Source: an optimization exercise on an open RTL-to-GDS flow (aim: small area and a short achievable clock period). Production flows keep margins and buffers that such runs may drop. At most, simulation tests tie the RTL to the original design; equivalence was not proved. Power and IR drop assume default switching activity.

==> inputs of 08-26 <==
Design CentralProcessingUnit, start of the top module:
module CentralProcessingUnit (
  input clock,
  input reset,
  input handInterruptSignalIn,
  input [15:0] IF_memory_read,
  output [15:0] IF_address,
  input [15:0] MEM_memory_read,
  output reg [1:0] MEM_memory_control,
  output reg [15:0] MEM_memory_address,
  output reg [15:0] MEM_target_value,
  output [175:0] register_value
);
==> flow/config.mk <==
export PLATFORM = sky130hd
export DESIGN_NAME = CentralProcessingUnit
export DESIGN_NICKNAME = CentralProcessingUnit
export VERILOG_FILES = /design/flow/design.v
export SDC_FILE = /design/flow/constraint.sdc
export NUM_CORES = 4
export LEC_CHECK = 0
export ABC_AREA = 1
export CAP_MARGIN = 20
export CORE_MARGIN = 2
export CORE_UTILIZATION = 50
export PLACE_DENSITY = 0.68
export SETUP_SLACK_MARGIN = 5
export SLEW_MARGIN = 20
export TNS_END_PERCENT = 0
==> flow/constraint.sdc <==
create_clock -name core_clock -period 11.0 [get_ports {clock}]
set_input_delay 2.2000 -clock core_clock [delete_from_list [all_inputs] [get_ports {clock}]]
set_output_delay 2.2000 -clock core_clock [all_outputs]
set_load 0.01 [all_outputs]
standard.sh (not shown) runs the stock make flow with config.mk's settings and CLKGATE_MAP_FILE= SYNTH_SCRIPT=/design/flow/synth_recipe.tcl, a recipe that flattens the netlist after the stock synthesis.
==> flow/flow/run.sh <==
#!/bin/bash
set -e
export BUFFER_PORTS_ARGS="-buffer_cell sky130_fd_sc_hd__buf_1"
export CTS_ARGS="-sink_clustering_enable -repair_clock_nets -sink_clustering_size 16 -sink_clustering_max_diameter 50 -buf_list sky130_fd_sc_hd__clkbuf_8 -dont_use_dummy_load"
bash standard.sh > standard.log 2>&1
==> 09-11: changes against 08-26 <==
--- a/flow/design.v
+++ b/flow/design.v
@@ -113,22 +113,17 @@
   integer j;
   begin
     readReg = 0;
     for (j = 0; j <= 12; j = j + 1)
       if (a == j) readReg = readReg | r[j*16 +: 16];
   end
 endfunction
 reg byAlu1, byWb1;
-reg [3:0] fa1;                
-wire [12:0] rsel1;
-genvar g1;
-generate for (g1 = 0; g1 <= 12; g1 = g1 + 1) begin : rsel1Decode
-  assign rsel1[g1] = ~byAlu1 & ~byWb1 & (fa1 == g1);
-end endgenerate
+reg [12:0] rsel1;
 reg [15:0] rf1;
 reg zeroRf1;                  
 integer q;
 always @(*) begin
   rf1 = 0; zeroRf1 = 0;
   for (q = 0; q <= 12; q = q + 1) begin
     rf1 = rf1 | (regs[q*16 +: 16] & {16{rsel1[q]}});
     zeroRf1 = zeroRf1 | (rsel1[q] & ~|regs[q*16 +: 16]);
@@ -292,17 +287,17 @@
     handCache <= 4'b1111;
     tFlag <= 0;
     tWriteEnable <= 1;
     dataControl <= 0;
     target3 <= 4'hf;    
     target4 <= 4'hf;
     byAlu1 <= 0;
     byWb1 <= 0;
-    fa1 <= 4'hf;
+    rsel1 <= 0;
     MEM_memory_control <= 0;
   end else begin
     fetched <= IF_memory_read;
     inst <= selected;
     pc <= nextPC;
     if (intRequest && !inInt && istate == 4'd1) begin
       iindex <= decIndex;
       inInt <= 1;
@@ -316,35 +311,34 @@
     handCache <= {handInterruptSignalIn, handCache[3:1]};
     tFlag <= tNext;
     tWriteEnable <= tweNext;
     dataControl <= ctlNext;
     target3 <= ta;
     target4 <= target3;
     byAlu1 <= (faNext == ta);
     byWb1 <= (faNext != ta) & (faNext == target3);
-    fa1 <= faNext;
+    for (q = 0; q <= 12; q = q + 1)
+      rsel1[q] <= (faNext != ta) & (faNext != target3) & (faNext == q);
     MEM_memory_control <= dataControl;
   end
 end
 always @(posedge clock) begin
   aluResult <= aluNext;
   MEM_target_value <= aluResult;
   dataAddress <= addrNext;
   MEM_memory_address <= dataAddress;
 end
-reg resetSeen;
-always @(posedge clock) resetSeen <= ~reset;
-wire [15:0] wbGated = resetSeen ? 16'h0000 : wbValue;
+wire [15:0] wbGated = reset ? wbValue : 16'h0000;
 reg [207:0] regsNext;
 integer k;
 always @(*) begin
   regsNext = regs;
   for (k = 0; k <= 12; k = k + 1)
-    if (target4 == k || resetSeen) regsNext[k*16 +: 16] = wbGated;
+    if (target4 == k || !reset) regsNext[k*16 +: 16] = wbGated;
 end
 always @(posedge clock) regs <= regsNext;
 assign register_value = {
   regsNext[0*16 +: 16], regsNext[1*16 +: 16], regsNext[2*16 +: 16], regsNext[3*16 +: 16],
   regsNext[4*16 +: 16], regsNext[5*16 +: 16], regsNext[6*16 +: 16], regsNext[7*16 +: 16],
   regsNext[8*16 +: 16], regsNext[9*16 +: 16], regsNext[10*16 +: 16]
 };
 endmodule
==> flow/flow/run.sh (replaced) <==
#!/bin/bash
# The standard layout, with the port buffers made from the smallest buffer cell
# instead of ORFS's default pick (a delay cell). Every port still gets a buffer.
set -e
export BUFFER_PORTS_ARGS="-buffer_cell sky130_fd_sc_hd__buf_1"
bash standard.sh > standard.log 2>&1
Settings changed: CTS_BUF_LIST from default to sky130_fd_sc_hd__clkbuf_8, PLACE_DENSITY 0.68 to 0.6.
==> 09-23: changes against 08-26 <==
--- a/flow/design.v
+++ b/flow/design.v
@@ -112,59 +112,40 @@
 function [15:0] readReg(input [3:0] a, input [207:0] r);
   integer j;
   begin
     readReg = 0;
     for (j = 0; j <= 12; j = j + 1)
       if (a == j) readReg = readReg | r[j*16 +: 16];
   end
 endfunction
+reg [15:0] read1;
 reg byAlu1, byWb1;
-reg [3:0] fa1;                
-wire [12:0] rsel1;
-genvar g1;
-generate for (g1 = 0; g1 <= 12; g1 = g1 + 1) begin : rsel1Decode
-  assign rsel1[g1] = ~byAlu1 & ~byWb1 & (fa1 == g1);
-end endgenerate
-reg [15:0] rf1;
-reg zeroRf1;                  
-integer q;
-always @(*) begin
-  rf1 = 0; zeroRf1 = 0;
-  for (q = 0; q <= 12; q = q + 1) begin
-    rf1 = rf1 | (regs[q*16 +: 16] & {16{rsel1[q]}});
-    zeroRf1 = zeroRf1 | (rsel1[q] & ~|regs[q*16 +: 16]);
-  end
-end
+wire [15:0] read1Next = (faNext == target4) ? wbValue : readReg(faNext, regs);
 wire [15:0] rf2 = readReg(sa, regs);
 wire [15:0] op2 = (sa == target3) ? aluResult : (sa == target4) ? wbValue : rf2;
 wire [15:0] imm8s  = {{8{inst[7]}}, inst[7:0]};
 wire [15:0] imm11s = {{5{inst[10]}}, inst[10:0]};
-wire selM1 = byWb1 & MEM_memory_control[1];        
-wire selV1 = byWb1 & ~MEM_memory_control[1];
-wire [15:0] op1Early = ({16{byAlu1}} & aluResult) | ({16{selV1}} & MEM_target_value) | rf1;
+wire selM1 = ~byAlu1 & byWb1 & MEM_memory_control[1];        
+wire [15:0] op1Early = byAlu1 ? aluResult : byWb1 ? MEM_target_value : read1;
 wire [15:0] op1 = selM1 ? MEM_memory_read : op1Early;
-wire zeroEarly = (byAlu1 & ~|aluResult) | (selV1 & ~|MEM_target_value) | zeroRf1;
+wire zeroEarly = (op1Early == 16'h0000);
 wire nonzeroM = |MEM_memory_read;
 wire isBeqz = (jc == 3'd2);
 wire isBnez = (jc == 3'd3);
 wire takenEarly = (jc == 3'd1) | ((jc == 3'd4) & ~tFlag);
 wire takenIfZero = takenEarly | isBeqz;
 wire takenIfNonzero = takenEarly | isBnez;
+wire takenE = zeroEarly ? takenIfZero : takenIfNonzero;
+wire taken = selM1 ? (nonzeroM ? takenIfNonzero : takenIfZero) : takenE;
 wire useOp1 = decIntJump | (~inInt & (jc == 3'd5));
 wire [15:0] branchTarget = pc + (jc == 3'd1 ? imm11s : imm8s);
 wire [15:0] seqPC = inInt ? pc : pc + 16'd1;
-wire [15:0] pcTaken = useOp1 ? op1Early : (inInt ? seqPC : branchTarget);
-wire [15:0] pcNotTaken = useOp1 ? op1Early : seqPC;
-wire takenE = zeroEarly ? takenIfZero : takenIfNonzero;
-wire takenWhenNonzero = selM1 ? takenIfNonzero : takenE;
-wire takenWhenZero = selM1 ? takenIfZero : takenE;
-wire [15:0] pcWhenNonzero = takenWhenNonzero ? pcTaken : pcNotTaken;
-wire [15:0] pcWhenZero = takenWhenZero ? pcTaken : pcNotTaken;
-wire [15:0] nextPC = (useOp1 & selM1) ? MEM_memory_read : (nonzeroM ? pcWhenNonzero : pcWhenZero);
+wire [15:0] pcEarly = useOp1 ? op1Early : ((taken & ~inInt) ? branchTarget : seqPC);
+wire [15:0] nextPC = (useOp1 & selM1) ? MEM_memory_read : pcEarly;
 assign IF_address = nextPC;
 localparam A_OP1 = 1'b0, A_OP2 = 1'b1;
 localparam T_HOLD = 3'd0, T_SUM = 3'd1, T_OP1 = 3'd2, T_OP2 = 3'd3, T_PC = 3'd4,
            T_CONST = 3'd5, T_LOGIC = 3'd6, T_SHIFT = 3'd7;
 reg aSel;             
 reg bOp2;             
 reg inv;              
 reg [15:0] imm;
@@ -242,27 +223,25 @@
       default: ;
     endcase
     default: tweSet = 1;                                                           
   endcase
 end
 wire [15:0] addA = (aSel == A_OP2) ? op2 : op1;
 wire [15:0] addB = (bOp2 ? op2 : imm) ^ {16{inv}};
 wire [16:0] sum = {1'b0, addA} + {1'b0, addB} + {16'h0000, inv};
-wire [3:0] shK = shVar ? op1[3:0] : shiftImm;
-wire [3:0] shRot = shRight ? (4'd0 - shK) : shK;
-wire [31:0] shDouble = {op2, op2} << shRot;
-wire [15:0] shRotated = shDouble[31:16];
+function [15:0] rev16(input [15:0] x);
+  integer b;
+  for (b = 0; b < 16; b = b + 1) rev16[b] = x[15 - b];
+endfunction
+wire [15:0] shIn = shRight ? rev16(op2) : op2;
+wire [3:0] shAmt = shVar ? op1[3:0] : shiftImm;
 wire shZero = shVar & (|op1[15:4]);
-reg [15:0] shMask;
-integer m;
-always @(*)
-  for (m = 0; m < 16; m = m + 1)
-    shMask[m] = ~shZero & (shRight ? (m + shK < 16) : (m >= shK));
-wire [15:0] shOut = shRotated & shMask;
+wire [15:0] shl = shZero ? 16'h0000 : (shIn << shAmt);
+wire [15:0] shOut = shRight ? rev16(shl) : shl;
 wire [15:0] logicOut = (logicOp == 2'd0) ? (op1 & op2) : (logicOp == 2'd1) ? (op1 | op2) : ~op2;
 reg [15:0] aluNext;
 always @(*) begin
   case (tSel)
     T_SUM: aluNext = sum[15:0];
     T_OP1: aluNext = op1;
     T_OP2: aluNext = op2;
     T_PC: aluNext = pc;
@@ -285,66 +264,65 @@
   if (!reset) begin
     fetched <= NOP;
     inst <= NOP;
     pc <= 16'hFFFF;
     inInt <= 0;
     istate <= 4'd1;
     iindex <= 0;
     handCache <= 4'b1111;
+    aluResult <= 0;
     tFlag <= 0;
     tWriteEnable <= 1;
     dataControl <= 0;
-    target3 <= 4'hf;    
-    target4 <= 4'hf;
-    byAlu1 <= 0;
-    byWb1 <= 0;
-    fa1 <= 4'hf;
+    target3 <= 0;
+    target4 <= 0;
+    byAlu1 <= 1;
+    byWb1 <= 1;
     MEM_memory_control <= 0;
+    MEM_target_value <= 0;
   end else begin
     fetched <= IF_memory_read;
     inst <= selected;
     pc <= nextPC;
     if (intRequest && !inInt && istate == 4'd1) begin
       iindex <= decIndex;
       inInt <= 1;
     end else if (istate < 4'd10 && inInt) begin
       istate <= istate + 4'd1;
     end else if (istate == 4'd10) begin
       istate <= 4'd1;
       inInt <= 0;
       iindex <= 0;
     end
     handCache <= {handInterruptSignalIn, handCache[3:1]};
+    aluResult <= aluNext;
     tFlag <= tNext;
     tWriteEnable <= tweNext;
     dataControl <= ctlNext;
     target3 <= ta;
     target4 <= target3;
     byAlu1 <= (faNext == ta);
-    byWb1 <= (faNext != ta) & (faNext == target3);
-    fa1 <= faNext;
+    byWb1 <= (faNext == target3);
     MEM_memory_control <= dataControl;
+    MEM_target_value <= aluResult;
   end
 end
 always @(posedge clock) begin
-  aluResult <= aluNext;
-  MEM_target_value <= aluResult;
+  read1 <= read1Next;
   dataAddress <= addrNext;
   MEM_memory_address <= dataAddress;
 end
-reg resetSeen;
-always @(posedge clock) resetSeen <= ~reset;
-wire [15:0] wbGated = resetSeen ? 16'h0000 : wbValue;
+wire [15:0] wbGated = reset ? wbValue : 16'h0000;
 reg [207:0] regsNext;
 integer k;
 always @(*) begin
   regsNext = regs;
   for (k = 0; k <= 12; k = k + 1)
-    if (target4 == k || resetSeen) regsNext[k*16 +: 16] = wbGated;
+    if (target4 == k || !reset) regsNext[k*16 +: 16] = wbGated;
 end
 always @(posedge clock) regs <= regsNext;
 assign register_value = {
   regsNext[0*16 +: 16], regsNext[1*16 +: 16], regsNext[2*16 +: 16], regsNext[3*16 +: 16],
   regsNext[4*16 +: 16], regsNext[5*16 +: 16], regsNext[6*16 +: 16], regsNext[7*16 +: 16],
   regsNext[8*16 +: 16], regsNext[9*16 +: 16], regsNext[10*16 +: 16]
 };
 endmodule
==> flow/flow/run.sh (replaced) <==
#!/bin/bash
# The standard layout, with the port buffers made from the smallest buffer cell
# instead of ORFS's default pick (a delay cell). Every port still gets a buffer.
set -e
export BUFFER_PORTS_ARGS="-buffer_cell sky130_fd_sc_hd__buf_1"
bash standard.sh > standard.log 2>&1
Settings changed: CTS_BUF_LIST from default to sky130_fd_sc_hd__clkbuf_8, PLACE_DENSITY 0.68 to 0.6, SETUP_SLACK_MARGIN 5 to 4, TNS_END_PERCENT 0 to default.
==> run_results.csv <==
group,metric,value,unit
worst_hold_path,min-delay-start,"dataAddress[1]",
clocking,ctsResizeCount,130,
status,outcome,"finished clean",
grt,grt_pass1_wl,150.4,mm
routing,dr_total_vias,25841,
pwr,pwr-share-seq,40.5,%
pwr,p_switching,0.001749,W
cells_and_area,multi_input_cells,2303,
routing,avgViaCountPerCell,6.415,
synthesis,synth-xor-area-share,2.176,%
cells_and_area,nonClkBufAreaFrac,6.324,%
cells_and_area,final_area,25360,µm²
die,dieArea,45050,µm²
critical_path,path_depth,13,
cells_and_area,design.seq.count,362,
die,die_h,212.2,µm
routing,routed-wl-met2,41.42,mm
grt,use_met1,63.40,%
grt,use_met2,62.06,%
cells_and_area,fin_cells,4028,
# the run above: 09-11

==> run_results.csv <==
group,metric,value,unit
critical_path,path_depth,9,
routing,avgViaCountPerCell,6.462,
status,outcome,"finished clean",
grt,use_met1,64.46,%
pwr,p_switching,0.001468,W
cells_and_area,fin_cells,3889,
clocking,ctsResizeCount,59,
cells_and_area,design.seq.count,354,
worst_hold_path,min-delay-start,"dataAddress[12]",
cells_and_area,multi_input_cells,2246,
die,die_h,211.1,µm
# the run above: 08-26

==> run_results.csv <==
group,metric,value,unit
cells_and_area,fin_cells,3920,
synthesis,synth-xor-area-share,2.077,%
grt,use_met1,62.20,%
cells_and_area,nonClkBufAreaFrac,5.707,%
routing,avgViaCountPerCell,6.263,
grt,grt_use_total,43.56,%
grt,grt_pass1_wl,143.7,mm
clocking,ctsResizeCount,6,
routing,dr_total_vias,24549,
cells_and_area,final_area,24530,µm²
status,outcome,"finished clean",
pwr,pwr-share-seq,39.5,%
die,dieArea,44570,µm²
pwr,p_switching,0.001840,W
routing,routed-wl-met2,39.71,mm
worst_hold_path,min-delay-start,"dataAddress[5]",
grt,use_met2,59.81,%
cells_and_area,design.seq.count,365,
critical_path,path_depth,7,
# the run above: 09-23

Function not checked in 09-23: the RTL went through the layout flow alone.

==> what the ideal ports hide <==
Ports are ideal in the flow. The routed layouts listed here were re-timed in OpenROAD.
Step 1: set_driving_cell puts a clkbuf_16 on clock and a buf_2 on each other input, an assumption about the parent block.
Step 2 moves the port delays by t, midway between the first and last clock arrival at a register: inputs arrive t later, outputs are due t later. That takes back most of the time a late clock gives input paths.
Three values: no drivers, after step 1, after step 2; two values: the first two.
run	shift t [ns]	slack for setup (ns)	worst setup path after step 2	clock arrival spread, ns	slew at the worst register clock pin (ns)
08-26	0.673	4.561 / 4.520 / 4.520	input to output	0.091 / 0.091	0.10 / 0.10
09-11	0.742	4.542 / 4.487 / 4.338	input to register	0.039 / 0.040	0.07 / 0.07
09-23	0.781	3.955 / 3.923 / 3.923	input to output	0.042 / 0.042	0.07 / 0.07
After both steps setup and hold are still met in every run listed. For 09-11, which loses most, drivers alone change the setup slack by -0.055 ns; drivers and shift together by -0.204 ns.
